Source: an optimization exercise on an open RTL-to-GDS flow (aim: small area). Production flows keep margins and buffers that such runs may drop.
Only simulation tests tie the RTL to the original design; equivalence was not proved.
Power figures rest on the tool's default switching activity, not on a simulated workload.

// Oven
module Oven (input ON_OFF_INPUT,
			 input UP,
			 input DOWN,
			 input SW9,
			 input SW8,
			 input clk,
			 input rst,					 
			 output reg ON_OFF_OUTPUT,	 
			 output reg READY,			 
			 output reg DONE,				 
			 output reg [7:0] HEX0,
			 output reg [7:0] HEX1,
			 output reg [7:0] HEX2,
			 output reg [7:0] HEX3
			);
	function [3:0] inc10;
		input [3:0] d;
		inc10 = {d[3] ? ~d[0] : (d[2] & d[1] & d[0]), d[2] ^ (d[1] & d[0]), ~d[3] & (d[1] ^ d[0]), ~d[0]};
	endfunction
	function [3:0] dec10;
		input [3:0] d;
		dec10 = {(d[3] & d[0]) | ~(d[3] | d[2] | d[1] | d[0]),
		         d[2] ? (d[1] | d[0]) : (d[3] & ~d[0]),
		         d[1] ? d[0] : (~d[0] & (d[3] | d[2])),
		         ~d[0]};
	endfunction
	function [2:0] inc6;
		input [2:0] d;
		inc6 = {(d[2] & ~d[0]) | (d[1] & d[0]), ~d[2] & (d[1] ^ d[0]), ~d[0]};
	endfunction
	function [2:0] dec6;
		input [2:0] d;
		dec6 = {(d[2] & d[0]) | ~(d[2] | d[1] | d[0]), (d[1] & d[0]) | (d[2] & ~d[0]), ~d[0]};
	endfunction
	function [2:0] add3;
		input [2:0] d;
		add3 = {~d[2] & (d[1] ^ d[0]), d[0] ? d[2] : ~(d[2] | d[1]), ~d[0]};
	endfunction
	function [2:0] inc8;
		input [2:0] d;
		inc8 = {d[2] ^ (d[1] & d[0]), d[1] ^ d[0], ~d[0]};
	endfunction
	function [2:0] dec8;
		input [2:0] d;
		dec8 = {d[2] ^ ~(d[1] | d[0]), d[1] ^ ~d[0], ~d[0]};
	endfunction
	function [6:0] seg;
		input [3:0] d;
		seg = ~{d[3] | (d[2] & ~d[1]) | (~d[2] & d[1]) | (d[1] & ~d[0]),
		        d[3] | (~d[1] & ~d[0]) | (d[2] & ~d[1]) | (d[2] & ~d[0]),
		        (~d[2] & ~d[0]) | (d[1] & ~d[0]),
		        d[3] | (~d[2] & ~d[0]) | (d[1] & ~d[0]) | (~d[2] & d[1]) | (d[2] & ~d[1] & d[0]),
		        d[2] | ~d[1] | d[0],
		        ~d[2] | (~d[1] & ~d[0]) | (d[1] & d[0]),
		        d[3] | d[1] | (d[2] & d[0]) | (~d[2] & ~d[0])};
	endfunction
	reg [2:0] c8;
	reg [1:0] c3;		 
	reg [4:0] c25;
	wire c25_end = ~c25[2] & ~c25[3] & ~c25[4];
	wire [15:0] c25_fb = 16'b0010001010001000;
	wire sec_tick  = ~c8[1] & c8[0] & c25_end;
	wire samp_tick = c8[1] & c8[0] & ~c8[2] & c3[1];
	always @ (posedge clk) begin
		if (rst) begin
			c8 <= 0;
			c3 <= 0;
			c25 <= 5'd7;
		end
		else begin
			c8 <= inc8(c8);
			c3 <= {c3[0], ~(c3[0] | c3[1])};
  ...
export LEC_CHECK = 0
export ABC_AREA = 1
export CAP_MARGIN = 20
export CORE_MARGIN = 2
export CORE_UTILIZATION = 65
export SLEW_MARGIN = 20
create_clock -name core_clock -period 150.0 [get_ports {clk}]
standard.sh (not shown) runs the stock make flow with config.mk's settings and CLKGATE_MAP_FILE= SYNTH_SCRIPT=/design/flow/synth_recipe.tcl, a recipe that flattens the netlist after the stock synthesis.
==> flow/flow/run.sh <==
#!/bin/bash
# Own layout flow: the standard flow with three changes.
#  1. After the standard synthesis (standard.sh synth, unchanged), the combinational logic
#     is re-mapped by Yosys/ABC with an area-oriented script (flow/abc.script), run with
#     four random seeds; the smallest result is kept. The flip-flops of the standard
#     synthesis are kept as they are (names, cells, nets), and the re-mapped logic is
#     proven equivalent to the standard netlist (flow/check.tcl) before it is used.
#  2. Ports are buffered with buf_1 instead of the larger default buffer.
#  3. CTS uses clkbuf_4 and no dummy loads.
# Each step's full output goes to a log file of its own in the work folder.
set -euo pipefail
W=$PWD
F=$W/flow
RES=$W/orfs/results/$FLOW_PLATFORM/Oven/base
export OWN_LIB=$(ls $FLOW_HOME/platforms/$FLOW_PLATFORM/lib/sky130_fd_sc_hd__tt_025C_1v80.lib)
bash standard.sh synth > $W/synth.log 2>&1
cp $RES/1_2_yosys.v $W/standard_synth.v
export OWN_IN=$W/standard_synth.v
# registers: every cell type that holds state is kept as a black box
export OWN_KEEP=$(grep -o "sky130_fd_sc_hd__d[a-z]*_[0-9]*" $W/standard_synth.v | sort -u | tr '\n' ' ' | sed 's/ $//')
for sd in 0 1 2 3; do
  sed "s/@SEED@/$sd/" $F/abc.script > $W/abc_$sd.script
  OWN_OUT=$W/resyn_$sd.v OWN_ABC_SCRIPT=$W/abc_$sd.script yosys -c $F/resyn.tcl > $W/resyn_$sd.log 2>&1 &
done
wait
best=$(for sd in 0 1 2 3; do echo "$(grep 'Chip area' $W/resyn_$sd.v.stat | awk '{print $NF}') $sd"; done | sort -g | head -1 | cut -d' ' -f2)
echo "kept cells: $OWN_KEEP; areas: $(grep -h 'Chip area' $W/resyn_*.v.stat | awk '{print $NF}' | tr '\n' ' '); best seed $best" > $W/resyn.log
cp $W/resyn_$best.v $W/resyn.v
OWN_OUT=$W/resyn.v yosys -c $F/check.tcl > $W/resyn_check.log 2>&1
cp $W/resyn.v $RES/1_2_yosys.v
bash standard.sh finish \
  "BUFFER_PORTS_ARGS=-buffer_cell sky130_fd_sc_hd__buf_1" \
  "CTS_ARGS=-sink_clustering_enable -repair_clock_nets -dont_use_dummy_load -buf_list sky130_fd_sc_hd__clkbuf_4" \
  > $W/layout.log 2>&1
Other scripts of this flow, unchanged in this note and not shown: flow/flow/abc.script, flow/flow/check.tcl, flow/flow/resyn.tcl
The baseline completed without violations.
Rerun with:
CORE_UTILIZATION = 40   (was 65)
Outcome: Register-to-register slack gets worse by 0.02 ns. Routed wire length grows by 5.9%. Synthesized cell count does not change. Via count came out lower by 1.2%. Clock power came out higher by 3.6%. Final cell count goes up by 6.6%. Core utilization went down by 28 points. Global-route usage came out lower by 10 points. Maximum frequency hardly moves. Count of clock-buffer cells in the layout does not change. Clock skew went up by 0.0089 ns.
Rerun with:
--- a/flow/flow/run.sh
+++ b/flow/flow/run.sh
@@ -32,3 +32,3 @@
   "BUFFER_PORTS_ARGS=-buffer_cell sky130_fd_sc_hd__buf_1" \
-  "CTS_ARGS=-sink_clustering_enable -repair_clock_nets -dont_use_dummy_load -buf_list sky130_fd_sc_hd__clkbuf_4" \
+  "CTS_ARGS=-sink_clustering_enable -repair_clock_nets -dont_use_dummy_load -buf_list sky130_fd_sc_hd__clkbuf_2 sky130_fd_sc_hd__clkbuf_4 sky130_fd_sc_hd__clkbuf_8" \
   > $W/layout.log 2>&1
CORE_UTILIZATION = 65   (was 40)
=> The new run died in 4_1_cts; synthesized cell count is unchanged; area after synthesis stays the same.

== run a ==
The RTL this note starts from:
==> flow/design.v <==
module Oven (input ON_OFF_INPUT,
			 input UP,
			 input DOWN,
			 input SW9,
			 input SW8,
			 input clk,
			 input rst,					 
			 output reg ON_OFF_OUTPUT,	 
			 output reg READY,			 
			 output reg DONE,				 
			 output reg [7:0] HEX0,
			 output reg [7:0] HEX1,
			 output reg [7:0] HEX2,
			 output reg [7:0] HEX3
			);
	function [3:0] inc10;
		input [3:0] d;
		inc10 = {d[3] ? ~d[0] : (d[2] & d[1] & d[0]), d[2] ^ (d[1] & d[0]), ~d[3] & (d[1] ^ d[0]), ~d[0]};
	endfunction
	function [3:0] dec10;
		input [3:0] d;
		dec10 = {(d[3] & d[0]) | ~(d[3] | d[2] | d[1] | d[0]),
		         d[2] ? (d[1] | d[0]) : (d[3] & ~d[0]),
		         d[1] ? d[0] : (~d[0] & (d[3] | d[2])),
		         ~d[0]};
	endfunction
	function [2:0] inc6;
		input [2:0] d;
		inc6 = {(d[2] & ~d[0]) | (d[1] & d[0]), ~d[2] & (d[1] ^ d[0]), ~d[0]};
	endfunction
	function [2:0] dec6;
		input [2:0] d;
		dec6 = {(d[2] & d[0]) | ~(d[2] | d[1] | d[0]), (d[1] & d[0]) | (d[2] & ~d[0]), ~d[0]};
	endfunction
	function [2:0] add3;
		input [2:0] d;
		add3 = {~d[2] & (d[1] ^ d[0]), d[0] ? d[2] : ~(d[2] | d[1]), ~d[0]};
	endfunction
	function [2:0] inc8;
		input [2:0] d;
		inc8 = {d[2] ^ (d[1] & d[0]), d[1] ^ d[0], ~d[0]};
	endfunction
	function [2:0] dec8;
		input [2:0] d;
		dec8 = {d[2] ^ ~(d[1] | d[0]), d[1] ^ ~d[0], ~d[0]};
	endfunction
	function [6:0] seg;
		input [3:0] d;
		seg = ~{d[3] | (d[2] & ~d[1]) | (~d[2] & d[1]) | (d[1] & ~d[0]),
		        d[3] | (~d[1] & ~d[0]) | (d[2] & ~d[1]) | (d[2] & ~d[0]),
		        (~d[2] & ~d[0]) | (d[1] & ~d[0]),
		        d[3] | (~d[2] & ~d[0]) | (d[1] & ~d[0]) | (~d[2] & d[1]) | (d[2] & ~d[1] & d[0]),
		        d[2] | ~d[1] | d[0],
		        ~d[2] | (~d[1] & ~d[0]) | (d[1] & d[0]),
		        d[3] | d[1] | (d[2] & d[0]) | (~d[2] & ~d[0])};
	endfunction
	reg [2:0] c8;
	reg [1:0] c3;		 
	reg [4:0] c25;
	wire c25_end = ~c25[2] & ~c25[3] & ~c25[4];
	wire [15:0] c25_fb = 16'b0010001010001000;
	wire sec_tick  = ~c8[1] & c8[0] & c25_end;
	wire samp_tick = c8[1] & c8[0] & ~c8[2] & c3[1];
	always @ (posedge clk) begin
		if (rst) begin
			c8 <= 0;
			c3 <= 0;
			c25 <= 5'd7;
		end
		else begin
			c8 <= inc8(c8);
			c3 <= {c3[0], ~(c3[0] | c3[1])};
			c25 <= {c25[3:0], c25[4] ^ c25_fb[c25[3:0]]};
		end
	end
	reg [2:0] m;
	reg st_on, st_mt;
	reg [3:0] ks0; reg [1:0] kb; reg kh; reg [3:0] km0; reg [2:0] km1;
	reg [3:0] ts0; reg [1:0] tb; reg th; reg [3:0] tm0; reg [2:0] tm1;
	reg [2:0] oh; reg [3:0] ot; reg [3:0] ou;
	reg [2:0] ph; reg pf;
	reg decrease_temp;
	wire h_eq  = (oh == ph);
	wire t_pt  = pf ? (~ot[3] & ot[2] & ~ot[1] & ot[0]) : (ot == 4'd0);
	wire u0    = (ou == 4'd0);
	wire eq    = h_eq & t_pt & u0;											 
	wire eqp1  = h_eq & t_pt & ~ou[3] & ~ou[2] & ~ou[1] & ou[0];			 
	wire u9    = ou[3] & ou[0];
	wire eqm1  = u9 & (pf ? (h_eq & ~ot[3] & ot[2] & ~ot[1] & ~ot[0])		 
	                      : ((oh == dec8(ph)) & ot[3] & ot[0]));
	wire h_lt  = (oh[2] < ph[2]) | ((oh[2] == ph[2]) & ((oh[1] < ph[1]) | ((oh[1] == ph[1]) & (oh[0] < ph[0]))));
	wire lt_p  = h_lt | (h_eq & pf & ~ot[3] & ~(ot[2] & (ot[1] | ot[0])));	 
	wire near  = eq | eqm1 | eqp1;
	wire above_room = (oh != 3'd0) | ot[3] | (ot[2] & ot[1] & (ot[0] | (ou[3] | (ou[2] & ou[1]))));
	always @ (posedge clk) begin
		if (rst) begin
			m <= 0;
			st_on <= 0;
			st_mt <= 0;
		end
		else if (samp_tick) begin
			m <= {SW9 & ~(UP & DOWN), SW9 & UP, SW8};
			st_on <= ON_OFF_INPUT;
			st_mt <= ON_OFF_INPUT & st_on & (st_mt ? near : eq);
		end
	end
	wire ts0_0     = (ts0 == 4'd0);
	wire tb_0      = ~tb[1] & ~tb[0];
	wire tm0_0     = (tm0 == 4'd0);
	wire tm0_9     = tm0[3] & tm0[0];
	wire t_zero    = ts0_0 & tb_0 & ~th & tm0_0 & (tm1 == 3'd0);
	wire t_le_3570 = ~((tm1[2] & tm1[1]) | (tm1[2] & tm1[0] & tm0_9 & th & ~(ts0_0 & tb_0)));
	wire t_ge_30   = (tm1 != 3'd0) | ~tm0_0 | th;
	wire t_inc     = ~m[0] & m[2] & ~m[1] & t_le_3570;
	wire t_dec     = ~m[0] & m[2] & m[1] & t_ge_30;
	wire t_cd      = ~t_inc & ~t_dec & READY & ~t_zero;
	wire t_cd_b    = t_cd & ts0_0;				 
	wire t_half    = t_inc | t_dec | (t_cd_b & tb_0);	 
	wire t_up      = t_inc & th;					 
	wire t_down    = (t_dec | (t_cd_b & tb_0)) & ~th;	 
	wire ks0_9  = ks0[3] & ks0[0];
	wire kb_2   = kb[1];
	wire km0_9  = km0[3] & km0[0];
	wire k_wrap = km1[2] & km1[1] & km0[3] & ~km0[0] & ~kh & ~kb[1] & kb[0] & ~ks0[3] & ks0[2] & ~ks0[1] & ks0[0];
	wire heat = st_on & (st_mt ? eqm1 : (lt_p & ~eqm1));
	wire cool = ~heat & (st_on | above_room);
	wire drop = cool & decrease_temp;
	always @ (posedge clk) begin
		if (rst) begin
			ks0 <= 0; kb <= 0; kh <= 0; km0 <= 0; km1 <= 0;
			ts0 <= 0; tb <= 0; th <= 0; tm0 <= 0; tm1 <= 0;
			oh <= 3'd0; ot <= 4'd6; ou <= 4'd5;
			ph <= 3'd3; pf <= 0;
			decrease_temp <= 0;
			ON_OFF_OUTPUT <= 0;
			READY <= 0;
			DONE <= 0;
		end
		else if (sec_tick) begin
			if (k_wrap) begin
				ks0 <= 0; kb <= 0; kh <= 0; km0 <= 0; km1 <= 0;
			end
			else begin
				ks0 <= inc10(ks0);
				if (ks0_9) kb <= {kb[0], ~(kb[0] | kb[1])};
				if (ks0_9 & kb_2) kh <= ~kh;
				if (ks0_9 & kb_2 & kh) km0 <= inc10(km0);
				if (ks0_9 & kb_2 & kh & km0_9) km1 <= inc8(km1);
			end
			if (t_cd) ts0 <= dec10(ts0);
			if (t_cd_b) tb <= {tb_0, tb[1]};
			if (t_half) th <= ~th;
			if (t_up) begin
				tm0 <= inc10(tm0);
				if (tm0_9) tm1 <= inc8(tm1);
			end
			else if (t_down) begin
				tm0 <= dec10(tm0);
				if (tm0_0) tm1 <= dec8(tm1);
			end
			if (m[0] & m[2] & ~m[1] & ~(ph[2] & ph[0])) begin
				if (pf) ph <= inc8(ph);
				pf <= ~pf;
			end
			else if (m[0] & m[2] & m[1] & ~(~ph[2] & ~ph[1] & ~pf)) begin
				if (~pf) ph <= dec8(ph);
				pf <= ~pf;
			end
			if (heat) begin
				ou <= {~ou[3] & (ou[2] & ou[1]), ou[2] ^ ou[1], ~ou[1] & ~ou[3], ou[0]};
				if (ou[3]) begin
					ot <= inc10(ot);
					if (ot[3] & ot[0]) oh <= inc8(oh);
				end
			end
			else if (cool) begin
				decrease_temp <= ~decrease_temp;
				if (decrease_temp) begin
					ou <= dec10(ou);
					if (u0) begin
						ot <= dec10(ot);
						if (ot == 4'd0) oh <= dec8(oh);
					end
				end
			end
			ON_OFF_OUTPUT <= st_on;
			READY <= st_mt;
			if (st_mt) DONE <= t_zero;
		end
	end
	wire is_temp = m[0];
	wire is_set  = m[1] | m[2];
	reg [3:0] d3, d2, d1, d0;
	function [3:0] tens;
		input h;
		input [1:0] b;
		tens = {1'b0, h & (b[1] | b[0]), h ? ~(b[1] | b[0]) : b[1], b[0] ^ h};
	endfunction
	always @ (*) begin
		case ({is_temp, is_set})
			2'b00:   begin d3 = {1'b0, km1}; d2 = km0; d1 = tens(kh, kb); d0 = ks0; end
			2'b01:   begin d3 = {1'b0, tm1}; d2 = tm0; d1 = tens(th, tb); d0 = ts0; end
			2'b10:   begin d3 = {1'b0, oh};  d2 = ot;  d1 = ou;          d0 = 4'd0; end
			default: begin d3 = {1'b0, ph};  d2 = {1'b0, pf, 1'b0, pf}; d1 = 4'd0; d0 = 4'd0; end
		endcase
		HEX3 = {1'b1, seg(d3)};
		HEX2 = {is_temp, seg(d2)};
		HEX1 = {1'b1, seg(d1)};
		HEX0 = is_temp ? 8'b10001110 : {1'b1, seg(d0)};
	end
endmodule
Settings: LEC_CHECK=0, ABC_AREA=1, CAP_MARGIN=20, CORE_MARGIN=2, CORE_UTILIZATION=65, SLEW_MARGIN=20; clock period 150.0 ns.
==> flow/flow/run.sh <==
#!/bin/bash
# Own layout flow: the standard flow with three changes.
#  1. After the standard synthesis (standard.sh synth, unchanged), the combinational logic
#     is re-mapped by Yosys/ABC with an area-oriented script (flow/abc.script), from eight
#     random seeds; the smallest result is kept. The flip-flops of the standard synthesis
#     are kept as they are (names, cells, nets), and each result is proven equivalent to
#     the standard netlist, flip-flop by flip-flop (flow/check.tcl), before it is used.
#  2. Ports are buffered with buf_1 instead of the larger default buffer.
#  3. CTS uses clkbuf_4 and no dummy loads.
# Each tool's full output goes to a log file of its own in the work folder.
set -euo pipefail
W=$PWD
F=$W/flow
RES=$W/orfs/results/$FLOW_PLATFORM/Oven/base
export OWN_LIB=$(ls $FLOW_HOME/platforms/$FLOW_PLATFORM/lib/sky130_fd_sc_hd__tt_025C_1v80.lib)
bash standard.sh synth > $W/synth.log 2>&1
cp $RES/1_2_yosys.v $W/standard_synth.v
export OWN_IN=$W/standard_synth.v
# registers: every cell type that holds state is kept as a black box
export OWN_KEEP=$(grep -o "sky130_fd_sc_hd__d[a-z]*_[0-9]*" $W/standard_synth.v | sort -u | tr '\n' ' ' | sed 's/ $//')
cand() {
  local c=$W/cand_$1
  sed "s/@SEED@/$1/" $F/abc.script > $c.abc
  OWN_OUT=$c.v OWN_ABC_SCRIPT=$c.abc yosys -c $F/resyn.tcl > $c.resyn.log 2>&1
  OWN_OUT=$c.v yosys -c $F/check.tcl > $c.check.log 2>&1
  grep 'Chip area' $c.v.stat | awk '{print $NF}' > $c.ok
}
for sd in 0 1 2 3; do cand $sd & done; wait
for sd in 4 5 6 7; do cand $sd & done; wait
for f in $W/cand_*.ok; do echo "$f $(cat $f)"; done > $W/candidates.log
best=$(for f in $W/cand_*.ok; do [[ -s $f ]] && echo "$(cat $f) ${f%.ok}"; done | sort -g | head -1 | cut -d' ' -f2)
echo "best: $best" >> $W/candidates.log
cp $best.v $W/final_synth.v
cp $best.v $RES/1_2_yosys.v
bash standard.sh finish \
  "BUFFER_PORTS_ARGS=-buffer_cell sky130_fd_sc_hd__buf_1" \
  "CTS_ARGS=-sink_clustering_enable -repair_clock_nets -dont_use_dummy_load -buf_list sky130_fd_sc_hd__clkbuf_4" \
  > $W/layout.log 2>&1
==> flow/flow/abc.script <==
strash
&get -n
&deepsyn -T 30 -S @SEED@
&put
&get -n
&dch -f
&nf -R 1000
&put
mfs2 -a -e -W 4 -M 1000
strash
&get -n
&dch -f
&nf -R 1000
&put
mfs2 -a -e -W 4 -M 1000
strash
&get -n
&dch -f
&nf -R 1000
&put
==> flow/flow/check.tcl <==
# Checks of the re-mapped netlist: it is well formed, and its logic is equivalent to the
# standard synthesis netlist (the flip-flops, kept as they are, cut the design into
# combinational parts that are proven equal net by net).
yosys -import
set lib $::env(OWN_LIB)
read_liberty -lib $lib
read_verilog $::env(OWN_OUT)
hierarchy -top $::env(FLOW_TOP)
check -assert
design -reset
read_liberty -overwrite -ignore_miss_func $lib
read_verilog $::env(OWN_IN)
yosys rename $::env(FLOW_TOP) gold
read_verilog $::env(OWN_OUT)
yosys rename $::env(FLOW_TOP) gate
foreach m [split $::env(OWN_KEEP) " "] { blackbox $m }
flatten
opt_clean
equiv_make gold gate equiv
hierarchy -top equiv
equiv_simple -seq 0
equiv_status -assert
==> flow/flow/resyn.tcl <==
# Re-map the combinational logic of the standard synthesis netlist with a stronger,
# area-oriented ABC script. Flip-flop instances (names, cell types, Q nets) are kept.
yosys -import
set lib $::env(OWN_LIB)
read_liberty -overwrite -ignore_miss_func -setattr liberty_cell $lib
read_verilog $::env(OWN_IN)
hierarchy -top $::env(FLOW_TOP)
foreach m [split $::env(OWN_KEEP) " "] { blackbox $m }
flatten
yosys rename -hide w:*.*
opt_clean
techmap
opt -fast
# the platform's don't-use cells (DONT_USE_CELLS: probe and lpflow cells)
set fh [open $lib r]; set txt [read $fh]; close $fh
set dont_use {}
foreach {all name} [regexp -all -inline {cell \("?(sky130_fd_sc_hd__[a-z0-9_]+)"?\)} $txt] {
  if {[string match *lpflow* $name] || [string match *probe* $name]} { lappend dont_use -dont_use $name }
}
abc -script $::env(OWN_ABC_SCRIPT) -liberty $lib {*}$dont_use
opt_clean -purge
hilomap -singleton -hicell sky130_fd_sc_hd__conb_1 HI -locell sky130_fd_sc_hd__conb_1 LO
insbuf -buf sky130_fd_sc_hd__buf_1 A X
splitnets
opt_clean
tee -o $::env(OWN_OUT).stat stat -liberty $lib
write_verilog -noattr -noexpr -nohex -nodec $::env(OWN_OUT)
#### Input delta (run b over run a)
==> flow/flow/run.sh <==
#!/bin/bash
# Own layout flow: the standard flow with three changes.
#  1. After the standard synthesis (standard.sh synth, unchanged), the combinational logic
#     is re-mapped by Yosys/ABC with an area-oriented script (flow/abc.script), run with
#     four random seeds; the smallest result is kept. The flip-flops of the standard
#     synthesis are kept as they are (names, cells, nets), and the re-mapped logic is
#     proven equivalent to the standard netlist (flow/check.tcl) before it is used.
#  2. Ports are buffered with buf_1 instead of the larger default buffer.
#  3. CTS uses clkbuf_4 and no dummy loads.
# Each step's full output goes to a log file of its own in the work folder.
set -euo pipefail
W=$PWD
F=$W/flow
RES=$W/orfs/results/$FLOW_PLATFORM/Oven/base
export OWN_LIB=$(ls $FLOW_HOME/platforms/$FLOW_PLATFORM/lib/sky130_fd_sc_hd__tt_025C_1v80.lib)
bash standard.sh synth > $W/synth.log 2>&1
cp $RES/1_2_yosys.v $W/standard_synth.v
export OWN_IN=$W/standard_synth.v
# registers: every cell type that holds state is kept as a black box
export OWN_KEEP=$(grep -o "sky130_fd_sc_hd__d[a-z]*_[0-9]*" $W/standard_synth.v | sort -u | tr '\n' ' ' | sed 's/ $//')
for sd in 0 1 2 3; do
  sed "s/@SEED@/$sd/" $F/abc.script > $W/abc_$sd.script
  OWN_OUT=$W/resyn_$sd.v OWN_ABC_SCRIPT=$W/abc_$sd.script yosys -c $F/resyn.tcl > $W/resyn_$sd.log 2>&1 &
done
wait
best=$(for sd in 0 1 2 3; do echo "$(grep 'Chip area' $W/resyn_$sd.v.stat | awk '{print $NF}') $sd"; done | sort -g | head -1 | cut -d' ' -f2)
echo "kept cells: $OWN_KEEP; areas: $(grep -h 'Chip area' $W/resyn_*.v.stat | awk '{print $NF}' | tr '\n' ' '); best seed $best" > $W/resyn.log
cp $W/resyn_$best.v $W/resyn.v
OWN_OUT=$W/resyn.v yosys -c $F/check.tcl > $W/resyn_check.log 2>&1
cp $W/resyn.v $RES/1_2_yosys.v
bash standard.sh finish \
  "BUFFER_PORTS_ARGS=-buffer_cell sky130_fd_sc_hd__buf_1" \
  "CTS_ARGS=-sink_clustering_enable -repair_clock_nets -dont_use_dummy_load -buf_list sky130_fd_sc_hd__clkbuf_4" \
  > $W/layout.log 2>&1
==> flow/flow/abc.script <==
strash
&get -n
&deepsyn -T 40 -S @SEED@
&put
&get -n
&dch -f
&nf -R 1000
&put
mfs2
strash
&get -n
&dch -f
&nf -R 1000
&put
Comparing global routing met2 resource utilization for run b and run a, the smaller number came from run a. Changes observed in run b relative to run a: detail-routed via count per cell has decreased, worst setup margin +260 ps. Lower via count of the first global-routing pass was reported by run b, not run a. Run b: layout inverter count without the clock tree lower than run a. Taking run a as the reference point, the fraction of met3 tracks used by global routing of run b falls by 0.94 points. Run b against run a: layout overhead on the synthesized area has decreased, share of final layout cell area taken by non-clock buffers has decreased, total power has increased, worst slack at placement has increased, die area has remained practically unchanged.

## port drivers added, routing unchanged
Ports are ideal in the flow. The routed layouts listed here were re-timed in OpenROAD. Step 1 assumes that a clkbuf_16 drives the clock port and a buf_2 every other input. Step 2 moves the port delays by t, midway between the first and last clock arrival at a register: inputs arrive t later, outputs are due t later. That takes back most of the time a late clock gives input paths. Slacks: no drivers / after step 1 / after step 2; pairs: no drivers / after step 1.
run | shift t [ns] | setup slack, ns | worst register clock-pin slew, ns | worst data-port slew with drivers (ns)
the first run of note 1 | 0.419 | 116.922 / 116.894 / 117.313 | 0.11 / 0.11 | 0.03
the second run of note 1 | 0.431 | 116.852 / 116.822 / 117.253 | 0.12 / 0.12 | 0.03
run a | 0.432 | 116.549 / 116.523 / 116.955 | 0.12 / 0.12 | 0.03
run b | 0.431 | 116.812 / 116.784 / 117.215 | 0.11 / 0.11 | 0.03
After both steps every run listed still meets setup and hold.
